Context: an optimization exercise on an open-source flow, tuned for small area, a short achievable clock period and few clock cycles per item. The choices shown serve that exercise and are no tape-out recipe. The RTL was checked by simulation tests, not by an equivalence proof against the original design. Power figures rest on the tool's default switching activity, not on a simulated workload.

## flow/design.v (module list and top-level ports; edited modules follow where they fit)
// module pow5_pipelined_valid: 31 lines
// module pow5_logic: 2232 lines
module pow5_pipelined_valid
#(
  parameter DATA_WIDTH = 8
)
(
  input  logic                      clk_i,
  input  logic                      rst_i,
  input  logic [DATA_WIDTH-1:0]     pow_data_i,
  input  logic                      data_valid_i,
  output logic [(5*DATA_WIDTH)-1:0] pow_data_o,
  output logic                      data_valid_o
);
  // ...
==> flow/run.sh <==
#!/bin/bash
# synth_recipe.tcl (not shown) runs the flow's synth.tcl, then flattens the netlist and writes it again
# the make line also repeats each setting of config.mk as NAME=value (left out here)
make -C /OpenROAD-flow-scripts/flow DESIGN_CONFIG=/design/flow/config.mk WORK_HOME=/design/flow/orfs CLKGATE_MAP_FILE= SYNTH_SCRIPT=/design/flow/synth_recipe.tcl finish
==> flow/config.mk <==
export PLATFORM = sky130hd
export DESIGN_NAME = pow5_pipelined_valid
export DESIGN_NICKNAME = pow5_pipelined_valid
export VERILOG_FILES = /design/flow/design.v
export SDC_FILE = /design/flow/constraint.sdc
export NUM_CORES = 4
export LEC_CHECK = 0
export ABC_AREA = 1
export CAP_MARGIN = 20
export CORE_MARGIN = 2
export CORE_UTILIZATION = 20
export PLACE_DENSITY = 0.3
export SETUP_SLACK_MARGIN = 3.3
export SLEW_MARGIN = 20
==> flow/constraint.sdc <==
create_clock -name core_clock -period 5.5 [get_ports {clk_i}]
set_input_delay 1.1000 -clock core_clock [delete_from_list [all_inputs] [get_ports {clk_i}]]
set_output_delay 1.1000 -clock core_clock [all_outputs]
set_load 0.01 [all_outputs]
==> impl_metrics.env, run 1 <==
export IMPL_grt_max_degree=57
export IMPL_p_leak_nw=4.830
export IMPL_muxShareOfSynthArea_pct=0
export IMPL_dr_max_layer_used="met5"
export IMPL_synthCells=1427
export IMPL_rr_endpoint="pow_ff[9]"
export IMPL_syn_avg_cell_area_um2=5.211
export IMPL_synthTopCellsByCount="nand2_1, nand3_1, nor2_1"
export IMPL_outcome="timing/DRC/antenna clean"
export IMPL_layout_cells_most_common="nand2_1"
export IMPL_design_area_um2=10530
export IMPL_buf_share_pct=16.38
export IMPL_hp_start="valid_1_ff"
export IMPL_ys_types=39
export IMPL_seq_area_share_pct=12.27
export IMPL_power_frac_seq_pct=22.4
export IMPL_cp_depth=8
export IMPL_tightest_slew_ns=1.077
export IMPL_endpoint="pow_ff[9]"
export IMPL_p_clk_mw=0.621
export IMPL_finalSetupViolCount=0
export IMPL_p_per_area_nw_per_um2=228.8
export IMPL_drv_cap=0
export IMPL_holdWs_ns=0.3587
export IMPL_fillers=4278
export IMPL_first_pass_iters=7
export IMPL_taps=468
export IMPL_timing_final_crit_period_ns=2.377
export IMPL_power_top_group="combinational cells"
export IMPL_synth_largest_area_cell="nand2_1"
export IMPL_synth_xor_area_share_pct=0.3534
export IMPL_rows=70
export IMPL_endpoint_kind="register"
export IMPL_path_class="reg2reg"
export IMPL_syn_num_nets=1440
export IMPL_pwr_share_clk_pct=25.8
export IMPL_clkTransAtPathRegs_ns=0.07
export IMPL_drive_gt1_share_pct=21.44
export IMPL_relSlewSlack_pct=27.69
export IMPL_top_register="pow_ff"
export IMPL_seqCellArea_um2=1292
export IMPL_wl_met1_um=31890
Testbench counts, summed over its fixed seeds: cycles 16,008, items 16,000.
==> run 2, diff against run 1 <==
--- a/flow/config.mk
+++ b/flow/config.mk
@@ -7,8 +7,8 @@
 export LEC_CHECK = 0
 export ABC_AREA = 1
-export CAP_MARGIN = 20
+export CAP_MARGIN = 0
 export CORE_MARGIN = 2
 export CORE_UTILIZATION = 20
 export PLACE_DENSITY = 0.3
-export SETUP_SLACK_MARGIN = 3.3
-export SLEW_MARGIN = 20
+export SETUP_SLACK_MARGIN = 3.2
+export SLEW_MARGIN = 0
==> run 2 against run 1 <==
Against the previous run: clock power increased by 5.3%; first-iteration DRC count is 3.8% higher; clock skew grew 0.015 ns; sequential share of layout area is 0.49 points higher; wire length fell by 0.26%.
==> impl_metrics.env, run 2 <==
export IMPL_tightest_slew_ns=0.9843
export IMPL_place_ws_ns=1.944
export IMPL_die_area_um2=38740
export IMPL_yosysSeqAreaShare_pct=16.83
export IMPL_cts_buffers=9
export IMPL_drc=0
export IMPL_drv_cap=0
export IMPL_grt_use_total_pct=44.10
export IMPL_die_h_um=196.8
export IMPL_syn_num_nets=1440
export IMPL_htreeDepth=3
export IMPL_cts_buffer_depth=2
export IMPL_reg2reg_depth=9
export IMPL_hold_end="valid_2_ff"
export IMPL_crit_path_start_kind="register"
export IMPL_rr_endpoint="pow_ff[20]"
export IMPL_p_leak_nw=4.679
export IMPL_layout_cells_most_common="nand2_1"
export IMPL_timing_final_crit_period_ns=2.480
export IMPL_peakVddDrop_uv=162.5
export IMPL_clkTransAtPathRegs_ns=0.07
export IMPL_initial_core_util_pct=20.31
export IMPL_rows=70
export IMPL_dp_hpwl_um=62220
export IMPL_path_class="reg2reg"
export IMPL_hp_class="reg2reg"
export IMPL_numClockSinks=62
export IMPL_p_int_mw=1.150
export IMPL_power_frac_seq_pct=22.2
export IMPL_hp_start="valid_1_ff"
export IMPL_min_period_over_period_pct=45.09
export IMPL_drive_gt1_share_pct=18.33
export IMPL_synth_top_cell_area_share_pct=22.26
export IMPL_setup_ws_ns=3.020
export IMPL_pwr_share_clk_pct=27.3
export IMPL_cts_tree="yes"
export IMPL_grt_antenna_before_repair=8
export IMPL_grt_max_degree=57
export IMPL_hold_violations=0
export IMPL_slew_viol_final=0
export IMPL_postPlaceCellArea_um2=8452
export IMPL_finalPower_mw=2.399
export IMPL_viasPerCell=6.539
export IMPL_syn_area_um2=7436
export IMPL_finalSetupViolCount=0
export IMPL_fp_dieW_um=196.8
export IMPL_drtIter0Drc=2584
export IMPL_synth_area_leaders="nand2_1, nand3_1, dfxtp_1"
export IMPL_gp_congestion=1.175
export IMPL_clock_latency_ns=0.40
export IMPL_ant_nets=0
export IMPL_rsz0062_at_grt="true"
export IMPL_final_util_pct=27.60
export IMPL_cp_max_fo=17
export IMPL_fin_nets=1530
export IMPL_largest_reg_flops=40
export IMPL_finalSetupTns_ns=0
export IMPL_synth_largest_area_cell="nand2_1"
export IMPL_overflow=0
export IMPL_synth_edf_count=0
export IMPL_startpoint="u_pow5.p5"
export IMPL_synthCells=1427
export IMPL_vias=13030
export IMPL_root_buffer="clkbuf_16"
export IMPL_design_core_area_um2=36610
export IMPL_cp_data_arrival_time_ns=2.75
export IMPL_syn_avg_cell_area_um2=5.211
export IMPL_p_switching_mw=1.249
export IMPL_p_per_area_nw_per_um2=237.4
export IMPL_yosys_warnings=2
export IMPL_boundaryPins=52
export IMPL_synth_seq_cells=62
export IMPL_final_cell_mix="nand2_1, nand3_1, nor2_1, a21oi_1, inv_1"
export IMPL_grt_pass1_vias=12120
export IMPL_outcome="timing/DRC/antenna clean"
export IMPL_area_growth_pct=35.91
export IMPL_synthArstFlopShare_pct=3.226
export IMPL_switching_share_pct=52.05
export IMPL_design_area_um2=10110
export IMPL_r2r_slack_ns=3.02
export IMPL_fmax_mhz=403.2
export IMPL_synthTopCellsByCount="nand2_1, nand3_1, nor2_1"
export IMPL_post_drt_wl_per_cell_um=43.56
export IMPL_io_buffers=51
export IMPL_top_register="pow_ff"
export IMPL_r2r_start="u_pow5.p5"
export IMPL_ys_types=39
export IMPL_cp_required_ns=5.77
export IMPL_skew_ns=0.02778
export IMPL_synth_most_common_cell="nand2_1"
export IMPL_routed_wl_um=86810
export IMPL_endpoint_kind="register"
export IMPL_hold_depth=0
export IMPL_first_pass_iters=7
export IMPL_grt_pass1_wl_um=112500
export IMPL_relSlewSlack_pct=33.94
export IMPL_p_comb_share_pct=50.5
export IMPL_synth_ff_type="dfxtp_1"
run 2: changes by cell type in the layout (fill, tap and decap cells not counted), sizes merged:
| cell | delta |
|---|---|
| clkinvlp | -1 |
| clkbuf | +1 |
| bufbuf | -1 |
| buf | -17 |
| bufinv | +1 |
| clkinv | -2 |
| inv | +2 |
| diode | -1 |
run 2: how the worst max path moves through the flow:
stage	endpoint	slack, ns
final	pow_ff[20]	3.02
after CTS	pow_ff[15]	3.08
after global placement	pow_ff[15]	1.84
after global routing	pow_ff[20]	3.13
after detailed placement	pow_ff[15]	1.94
after floorplan	u_pow5.p16	3.96
run 2: what timing repair did:
item,CTS,global route
hold buffers,0,0
endpoints found under the setup margin,77,30
setup buffers,28,33
gates cloned,1,1
pin swaps,5,9
resized for setup,206,66
run 2: power by group through the flow:
stage | Combinational, mW | Sequential (mW) | Clock [mW]
2_1_floorplan | 0.458 | 0.542 | 0
3_3_place_gp | 1.04 | 0.551 | 0
3_5_place_dp | 0.996 | 0.550 | 0
4_1_cts | 1.05 | 0.540 | 0.668
5_1_grt | 1.19 | 0.537 | 0.678
6_report | 1.21 | 0.533 | 0.654
run 2: routing by layer:
metal	vias up	routed length (um)	global-route usage, %
met2	1450	32710	60.80
met5	-	175	2.043
met1	6107	31680	52.98
met3	498	13130	19.97
met4	12	9116	33.25
li1	4966	-	-
run 2: worst max-delay path, stage by stage, from the launching register on:
cell,delay [ns]
dfxtp_2,0.34
buf_12,0.16
clkinv_8,0.17
nand2_8,0.19
clkinvlp_4,0.14
buf_4,0.22
o211ai_1,0.44
nand4_1,0.40
nand2_1,0.18
nand2_1,0.07
run 2: layout make-up:
| cell class | count | area [um^2] |
|---|---|---|
| Fill cell | 4374 | 26500 |
| Multi-Input combinational cell | 1176 | 5901 |
| Timing Repair Buffer | 152 | 1484 |
| Sequential cell | 62 | 1290 |
| Tap cell | 468 | 585.6 |
| Inverter | 116 | 533.0 |
| Clock buffer | 9 | 225.2 |
| Clock inverter | 7 | 80.08 |
| Antenna cell | 3 | 7.507 |
run 2: cell families after synthesis:
family	share of synthesized area [%]
buffers and inverters	10.90
adders and majority gates	0.3365
DFF	16.83
and+or+nand+nor	55.11
AOI/OAI and AO/OA	16.47
xor gates and xnor gates	0.3534
run 2: per-stage QoR:
step | hold slack (ns) | instances
after global routing | 0.3686 | 1990
after global placement | 0.3418 | 1911
final | 0.3597 | 1993
after floorplan | 0.3312 | 1427
after detailed placement | 0.3372 | 1911
after CTS | 0.3626 | 1956
==> run 3, diff against run 2 <==
==> flow/flow/run.sh (new file) <==
#!/bin/bash
# Own flow: the standard flow (standard synthesis and layout) with one change:
# the port buffers are plain sky130_fd_sc_hd__buf_1 cells.
set -euo pipefail
bash standard.sh "BUFFER_PORTS_ARGS=-buffer_cell sky130_fd_sc_hd__buf_1" finish > log_standard_flow.log 2>&1
==> flow/standard.sh (new file) <==
#!/bin/bash
# synth_recipe.tcl (not shown) runs the flow's synth.tcl, then flattens the netlist and writes it again
# the make line also repeats each setting of config.mk as NAME=value (left out here)
make -C /OpenROAD-flow-scripts/flow DESIGN_CONFIG=/design/flow/config.mk WORK_HOME=/design/flow/orfs CLKGATE_MAP_FILE= SYNTH_SCRIPT=/design/flow/synth_recipe.tcl "${@:-finish}"
--- a/flow/config.mk
+++ b/flow/config.mk
@@ -6,9 +6,9 @@
 export NUM_CORES = 4
 export LEC_CHECK = 0
-export ABC_AREA = 1
-export CAP_MARGIN = 0
+export CAP_MARGIN = 20
 export CORE_MARGIN = 2
 export CORE_UTILIZATION = 20
+export CTS_BUF_LIST = sky130_fd_sc_hd__clkbuf_8
 export PLACE_DENSITY = 0.3
 export SETUP_SLACK_MARGIN = 3.2
-export SLEW_MARGIN = 0
+export SLEW_MARGIN = 20
removed: flow/run.sh
==> run 3 against run 2 <==
Against the previous run: critical path type unchanged; largest cell class unchanged; non-clock buffer count increased by 45; still clean on timing, DRC and antenna; sequential power increased by 2%; critical path depth decreased by 3; critical endpoint is now pow_ff[17].
==> impl_metrics.env, run 3 <==
export IMPL_outcome="timing/DRC/antenna clean"
export IMPL_path_class="reg2reg"
export IMPL_seqCellArea_um2=1292
export IMPL_startpoint="u_pow5.p1"
export IMPL_post_drt_wl_per_cell_um=46.34
export IMPL_p_per_area_nw_per_um2=209.6
export IMPL_clock_latency_ns=0.48
export IMPL_grt_pass1_vias=12190
export IMPL_min_period_over_period_pct=44.47
export IMPL_holdWs_ns=0.3629
export IMPL_reg2reg_depth=6
export IMPL_r2r_start="u_pow5.p1"
export IMPL_cts_buffers=9
export IMPL_finalSetupViolCount=0
export IMPL_synthTopCellsByCount="nand2_1, nor2_1, a21oi_1"
export IMPL_finalSetupTns_ns=0
export IMPL_hold_violations=0
export IMPL_dp_hpwl_um=55650
export IMPL_path_cells="buf_4, o21ai_0, nand3_1, nand3_1, a21oi_1, o311a_1"
export IMPL_drc=0
export IMPL_syn_avg_cell_area_um2=6.508
export IMPL_r2r_slack_ns=3.05
export IMPL_postCtsHoldBufs=0
export IMPL_ys_types=90
export IMPL_multi_input_area_um2=6766
export IMPL_gp_congestion=1.110
export IMPL_numClockSinks=62
export IMPL_dp_cells=1746
export IMPL_crit_path_start_kind="register"
export IMPL_cts_buffer_depth=2
export IMPL_final_cell_mix="nand2_1, buf_4, a21oi_1, o21ai_0, nor2_1"
export IMPL_htreeDepth=3
export IMPL_tightest_slew_ns=0.8960
export IMPL_grt_util_met1_pct=48.40
export IMPL_die_area_um2=42110
export IMPL_synth_edf_count=0
export IMPL_layout_cells_most_common="nand2_1"
export IMPL_p_leak_nw=3.704
export IMPL_design_core_area_um2=39820
export IMPL_relSlewSlack_pct=39.64
export IMPL_setup_ws_ns=3.054
export IMPL_cpLargestDelayFamily="compound AO/OA/AOI/OAI gates"
export IMPL_clkTransAtPathRegs_ns=0.08
export IMPL_grt_busiest_layer="met2"
export IMPL_grt_use_total_pct=39.82
export IMPL_use_met2_pct=55.19
export IMPL_grt_antenna_before_repair=8
export IMPL_ant_nets=0
export IMPL_worst_path_buf_inv=1
export IMPL_cts_tree="yes"
export IMPL_largest_reg_flops=40
export IMPL_fin_nets=1318
export IMPL_synth_top_cell_area_share_pct=14.84
export IMPL_hp_class="reg2reg"
export IMPL_synth_area_leaders="dfxtp_1, a21oi_1, o21ai_0"
export IMPL_final_util_pct=26.99
export IMPL_routed_wl_um=85230
export IMPL_syn_num_nets=1257
export IMPL_rsz0062_at_grt="true"
export IMPL_drive_gt1_share_pct=26.26
export IMPL_viasPerCell=7.213
export IMPL_synthArstFlopShare_pct=3.226
export IMPL_io_buffers=51
export IMPL_cp_slowest_cell="o21ai_0"
export IMPL_syn_area_um2=8097
export IMPL_skew_ns=0.02123
export IMPL_cp_depth=6
export IMPL_cp_max_fo=10
export IMPL_die_h_um=205.2
export IMPL_synth_ff_type="dfxtp_1"
export IMPL_synth_seq_cells=62
export IMPL_grt_max_degree=55
export IMPL_area_growth_pct=32.73
export IMPL_timing_final_crit_period_ns=2.446
export IMPL_boundaryPins=52
export IMPL_vias=13270
export IMPL_critical_path_max_stage_delay_ns=0.73
export IMPL_peakVddDrop_uv=129.6
export IMPL_top_register="pow_ff"
export IMPL_cpMostUsedCell="nand3_1"
export IMPL_cp_required_ns=5.86
export IMPL_first_pass_iters=6
export IMPL_drtIter0Drc=2363
export IMPL_drv_cap=0
export IMPL_gr_usage_met3_pct=18.86
export IMPL_fillers=4575
export IMPL_rows=73
export IMPL_synthCells=1244
export IMPL_synth_most_common_cell="nand2_1"
export IMPL_fp_dieW_um=205.2
export IMPL_grt_pass1_wl_um=112100
export IMPL_endpoint="pow_ff[17]"
export IMPL_fmax_mhz=408.9
export IMPL_root_buffer="clkbuf_8"
export IMPL_yosys_warnings=2
export IMPL_initial_core_util_pct=20.33
export IMPL_synth_largest_area_cell="dfxtp_1"
export IMPL_place_ws_ns=2.237
export IMPL_finalNonFillerCells=1839
export IMPL_cp_data_arrival_time_ns=2.81
export IMPL_rr_endpoint="pow_ff[17]"
export IMPL_slew_viol_final=0
export IMPL_yosysSeqAreaShare_pct=15.45
export IMPL_endpoint_kind="register"
export IMPL_overflow=0
-- run 3: logic make-up (layout without fill, tap and decap cells) --
logic type	after synthesis	in the layout	synth area share, %
adder cells (fa/ha/maj)	3	3	0.4327
XOR/XNOR	5	5	0.6337
flip-flops	62	62	15.45
AO/OA/AOI/OAI	526	526	44.29
buffers and inverters	170	236	9.720
other	0	4	0
multiplexers	3	3	0.4018
AND/OR/NAND/NOR	475	475	29.07
-- run 3: worst min-delay path by stage --
stage	from	endpoint	slack, ns	depth (start not counted)
after global routing	valid_1_ff	valid_2_ff	0.39	0
final	valid_1_ff	valid_2_ff	0.36	0
after global placement	valid_1_ff	valid_2_ff	0.34	0
after CTS	valid_1_ff	valid_2_ff	0.37	0
after floorplan	valid_1_ff	valid_2_ff	0.33	0
after detailed placement	valid_1_ff	valid_2_ff	0.34	0
-- run 3: per-layer routing --
| metal | share of wire, % | wire, um |
|---|---|---|
| met4 | 9.2 | 7851 |
| met1 | 37 | 31600 |
| met2 | 38 | 32600 |
| met3 | 15 | 13120 |
| met5 | 0.059 | 50 |
-- run 3: where the power goes --
part / internal [mW] / leakage, nW / total, mW / switching (mW)
clock: 0.213 / 0.0969 / 0.478 / 0.265
sequential: 0.495 / 0.531 / 0.541 / 0.0466
combinational: 0.351 / 3.08 / 1.23 / 0.882
-- run 3: metrics by stage --
step | total power [mW] | instance area, um^2
CTS | 2.112 | 10110
floorplan | 1.042 | 8097
finish | 2.252 | 10750
detailed placement | 1.516 | 8862
global route | 2.273 | 10740
global placement | 1.552 | 8859
-- run 3: layout make-up --
cell class,count,share of cell area (%)
Antenna cell,4,0.09314
Clock buffer,9,1.153
Clock inverter,7,0.7451
Inverter,23,0.9547
Multi-Input combinational cell,1012,62.96
Sequential cell,62,12.03
Tap cell,525,6.112
Timing Repair Buffer,197,15.95
-- run 3: what timing repair did --
| action | CTS | global route |
|---|---|---|
| gates cloned | 3 | 2 |
| pin swaps | 10 | 11 |
| gates resized for setup | 156 | 83 |
| setup buffers | 42 | 26 |
| endpoints found under the setup margin | 33 | 28 |

==> afterwards: timing with drivers on the ports <==
The flow's constraints put no driver on any port. The routed layouts listed below were extracted and timed again, unchanged, in two steps. Step 1, drivers: a clkbuf_16 drives clk_i and a buf_2 each remaining input, both assumed. Step 2, shift: input delay + t, output delay - t, t = (earliest + latest rising clock arrival at the registers) / 2. This alone moves slack from input paths to output paths. a / b / c = ideal / step 1 / step 2; a / b = the first two.
run	shift t [ns]	slack for setup (ns)	latest minus earliest clock arrival (ns)	slew at the worst register clock pin (ns)	cell pins on the clock port's net
run 1	0.440	3.123 / 3.123 / 3.123	0.013 / 0.013	0.08 / 0.08	1
run 2	0.445	3.020 / 3.020 / 3.020	0.028 / 0.029	0.09 / 0.09	1
run 3	0.526	3.054 / 3.054 / 3.054	0.021 / 0.021	0.10 / 0.10	1
After both steps every run listed still meets setup and hold.
